What follows belongs to an exercise in optimizing a design on an open flow for small area, a short achievable clock period and few clock cycles per item; a production flow would make more cautious choices.
Where RTL was checked, it was by simulation tests only, not by an equivalence proof against the original.
Power is estimated from default activity; no workload was simulated.

==> flow/design.v (excerpt) <==
module seq_gcd (
	clk,
	rst_n,
	la_write_a,
	la_write_b,
	a_i,
	b_i,
	gcd_o,
	rdata,
	ready
);
	input wire clk;
	input wire rst_n;
	input wire [31:0] la_write_a;
	input wire [31:0] la_write_b;
	input wire [31:0] a_i;
	input wire [31:0] b_i;
	output wire [31:0] gcd_o;
	output wire [31:0] rdata;
	output reg ready;
	parameter NSTEP = 3;    
	reg [31:0] a_q;
	reg [31:0] b_q;
	reg [4:0] k_q;
	reg busy;
	wire la_load = (&la_write_a) & (&la_write_b);
	wire load = ~busy & la_load;
	wire [31:0] sa [0:NSTEP];
	wire [31:0] sb [0:NSTEP];
	wire [4:0] sk [0:NSTEP];
	assign sa[0] = a_q;
	assign sb[0] = b_q;
	assign sk[0] = k_q;
	genvar i, l, j;
	generate
		for (i = 0; i < NSTEP; i = i + 1) begin : step
			wire [31:0] a = sa[i];
			wire [31:0] b = sb[i];
			wire [4:0] k = sk[i];
			wire bz = ~|b;
			wire kz = ~|k;
			wire c_put = bz & ~kz;             
			wire c_two = ~bz & ~a[0] & ~b[0];  
			wire c_aev = ~a[0] & b[0];         
			wire c_sub = a[0] & b[0];          
			wire [31:0] p0 = ~(a ^ b);
			wire [31:0] g0 = b & ~a;
			wire gn0 = g0[1] | (p0[1] & g0[0]);
			wire pn0 = p0[1] & p0[0];
			wire gn1 = g0[3] | (p0[3] & g0[2]);
			wire pn1 = p0[3] & p0[2];
			wire gn2 = g0[5] | (p0[5] & g0[4]);
			wire pn2 = p0[5] & p0[4];
			wire gn3 = g0[7] | (p0[7] & g0[6]);
			wire pn3 = p0[7] & p0[6];
			wire gn4 = g0[9] | (p0[9] & g0[8]);
			wire pn4 = p0[9] & p0[8];
			wire gn5 = g0[11] | (p0[11] & g0[10]);
  ...
export LEC_CHECK = 0
export ABC_AREA = 1
export CAP_MARGIN = 20
export CORE_MARGIN = 2
export CORE_UTILIZATION = 40
export CTS_BUF_LIST = sky130_fd_sc_hd__clkbuf_4 sky130_fd_sc_hd__clkbuf_8
export PLACE_DENSITY = 0.8
export SLEW_MARGIN = 20
create_clock -name core_clock -period 70.0 [get_ports {clk}]
standard.sh (not shown) runs the stock make flow with config.mk's settings and CLKGATE_MAP_FILE= SYNTH_SCRIPT=/design/flow/synth_recipe.tcl, a recipe that flattens the netlist after the stock synthesis.
==> flow/flow/run.sh <==
#!/bin/bash
set -euo pipefail
MARGIN=$(cat flow/margin.txt)
bash standard.sh SETUP_SLACK_MARGIN=$MARGIN \
  "BUFFER_PORTS_ARGS=-buffer_cell sky130_fd_sc_hd__buf_1" finish > standard_flow.log 2>&1
==> flow/flow/margin.txt <==
54.6
Rerun with:
--- a/flow/design.v
+++ b/flow/design.v
@@ -33,22 +33,25 @@
 	assign sb[0] = b_q;
 	assign sk[0] = k_q;
 	genvar i, l, j;
 	generate
 		for (i = 0; i < NSTEP; i = i + 1) begin : step
 			wire [31:0] a = sa[i];
 			wire [31:0] b = sb[i];
 			wire [4:0] k = sk[i];
 			wire bz = ~|b;
 			wire kz = ~|k;
-			wire c_put = bz & ~kz;             
-			wire c_two = ~bz & ~a[0] & ~b[0];  
+			localparam STRIP = (i == 0);
+			localparam PUT = (i == NSTEP - 1);
+			wire c_put = PUT & bz & ~kz;               
+			wire c_two = STRIP & ~bz & ~a[0] & ~b[0];  
+			wire c_ev2 = ~a[0] & ~b[0];                
 			wire c_aev = ~a[0] & b[0];         
 			wire c_sub = a[0] & b[0];          
 			wire [31:0] p0 = ~(a ^ b);
 			wire [31:0] g0 = b & ~a;
 			wire gn0 = g0[1] | (p0[1] & g0[0]);
 			wire pn0 = p0[1] & p0[0];
 			wire gn1 = g0[3] | (p0[3] & g0[2]);
 			wire pn1 = p0[3] & p0[2];
 			wire gn2 = g0[5] | (p0[5] & g0[4]);
 			wire pn2 = p0[5] & p0[4];
@@ -161,21 +164,21 @@
 			wire gn56 = g0[30] | (p0[30] & gn41);
 			wire pn56 = p0[30] & pn41;
 			wire [31:0] Gf = {gn30, gn56, gn41, gn55, gn34, gn54, gn40, gn53, gn31, gn52, gn39, gn51, gn33, gn50, gn38, gn49, gn28, gn48, gn37, gn47, gn32, gn46, gn36, gn45, gn24, gn44, gn35, gn43, gn16, gn42, gn0, g0[0]};
 			wire [31:0] Pf = {pn30, pn56, pn41, pn55, pn34, pn54, pn40, pn53, pn31, pn52, pn39, pn51, pn33, pn50, pn38, pn49, pn28, pn48, pn37, pn47, pn32, pn46, pn36, pn45, pn24, pn44, pn35, pn43, pn16, pn42, pn0, p0[0]};
 			wire ge = Gf[31] | Pf[31];
 			wire [31:0] c1 = {Gf[30:0] | Pf[30:0], 1'b1};
 			wire [31:0] c0n = {~Gf[30:0], 1'b1};
 			wire [31:0] ad = p0 ^ (ge ? c1 : c0n);
 			wire [31:0] xv = b[0] ? ad : b;
 			wire [2:0] y = b[0] ? (a[2:0] ^ b[2:0]) : b[2:0];
-			wire [1:0] sh = c_two ? 2'd1 :
+			wire [1:0] sh = c_ev2 ? {1'd0, c_two} :
 			                y[0] ? 2'd0 :
 			                y[1] ? 2'd1 :
 			                y[2] ? 2'd2 :
 			                2'd3;
 			wire [31:0] s0 = xv;
 			wire [31:0] s1 = sh[0] ? s0 >> 1 : s0;
 			wire [31:0] s2 = sh[1] ? s1 >> 2 : s1;
 			assign sb[i+1] = s2;
 			assign sa[i+1] = c_put ? a << 1 :
 			                 c_two ? a >> 1 :
@@ -187,21 +190,21 @@
 		if (load) begin
 			a_q <= a_i;
 			b_q <= b_i;
 			k_q <= 5'd0;
 		end else begin
 			a_q <= sa[NSTEP];
 			b_q <= sb[NSTEP];
 			k_q <= sk[NSTEP];
 		end
 	end
-	wire fin = ~|sk[NSTEP] & (~|sb[NSTEP] | (sb[NSTEP][0] & (sa[NSTEP] == sb[NSTEP])));
+	wire fin = ~|sb[NSTEP] & ~|sk[NSTEP];
 	always @(posedge clk or negedge rst_n) begin
 		if (~rst_n) begin
 			busy <= 1'b0;
 			ready <= 1'b0;
 		end else begin
 			if (load) begin
 				busy <= 1'b1;
 				ready <= 1'b0;
 			end else if (busy & fin) begin
 				busy <= 1'b0;
What happened: Clock skew came out higher by 0.0053 ns. Sequential power is about the same. Area after synthesis came out lower by about a fifth. Wire length came out lower by about a fifth. Core utilization came out higher by 0.51 points. Setup slack loses 0.023 ns. Critical path depth is unchanged.
Testbench counts after the change, summed over its fixed seeds: cycles 29,737, items 3,200.
No functional check of the RTL was part of the first run of this note.

-- separate check: timing with driven ports --
The results above use ideal ports. As a check the final layouts listed here were re-extracted and re-timed, cells and wires unchanged.
Step 1 (the two cells are an assumption about what drives the block):
set clk [get_ports {clk}]
set_driving_cell -lib_cell sky130_fd_sc_hd__clkbuf_16 $clk
set_driving_cell -lib_cell sky130_fd_sc_hd__buf_2 [delete_from_list [all_inputs] $clk]
Step 2 adds t to the input delays and takes it off the output delays; t is the mean of the earliest and latest rising clock arrival at the registers after step 1. Input paths then give back, and output paths get back, about the clock's delay inside the block.
a / b / c = no drivers / after step 1 / after step 2; a / b = the first two.
run	t, ns	setup slack, ns	worst hold slack (ns)	worst setup path after step 2
the first run	0.413	54.725 / 54.730 / 54.317	0.520 / 0.520 / 0.520	input to register
the second run	0.421	54.702 / 54.715 / 54.294	0.490 / 0.490 / 0.490	input to register
After both steps setup and hold are still met in every run listed.
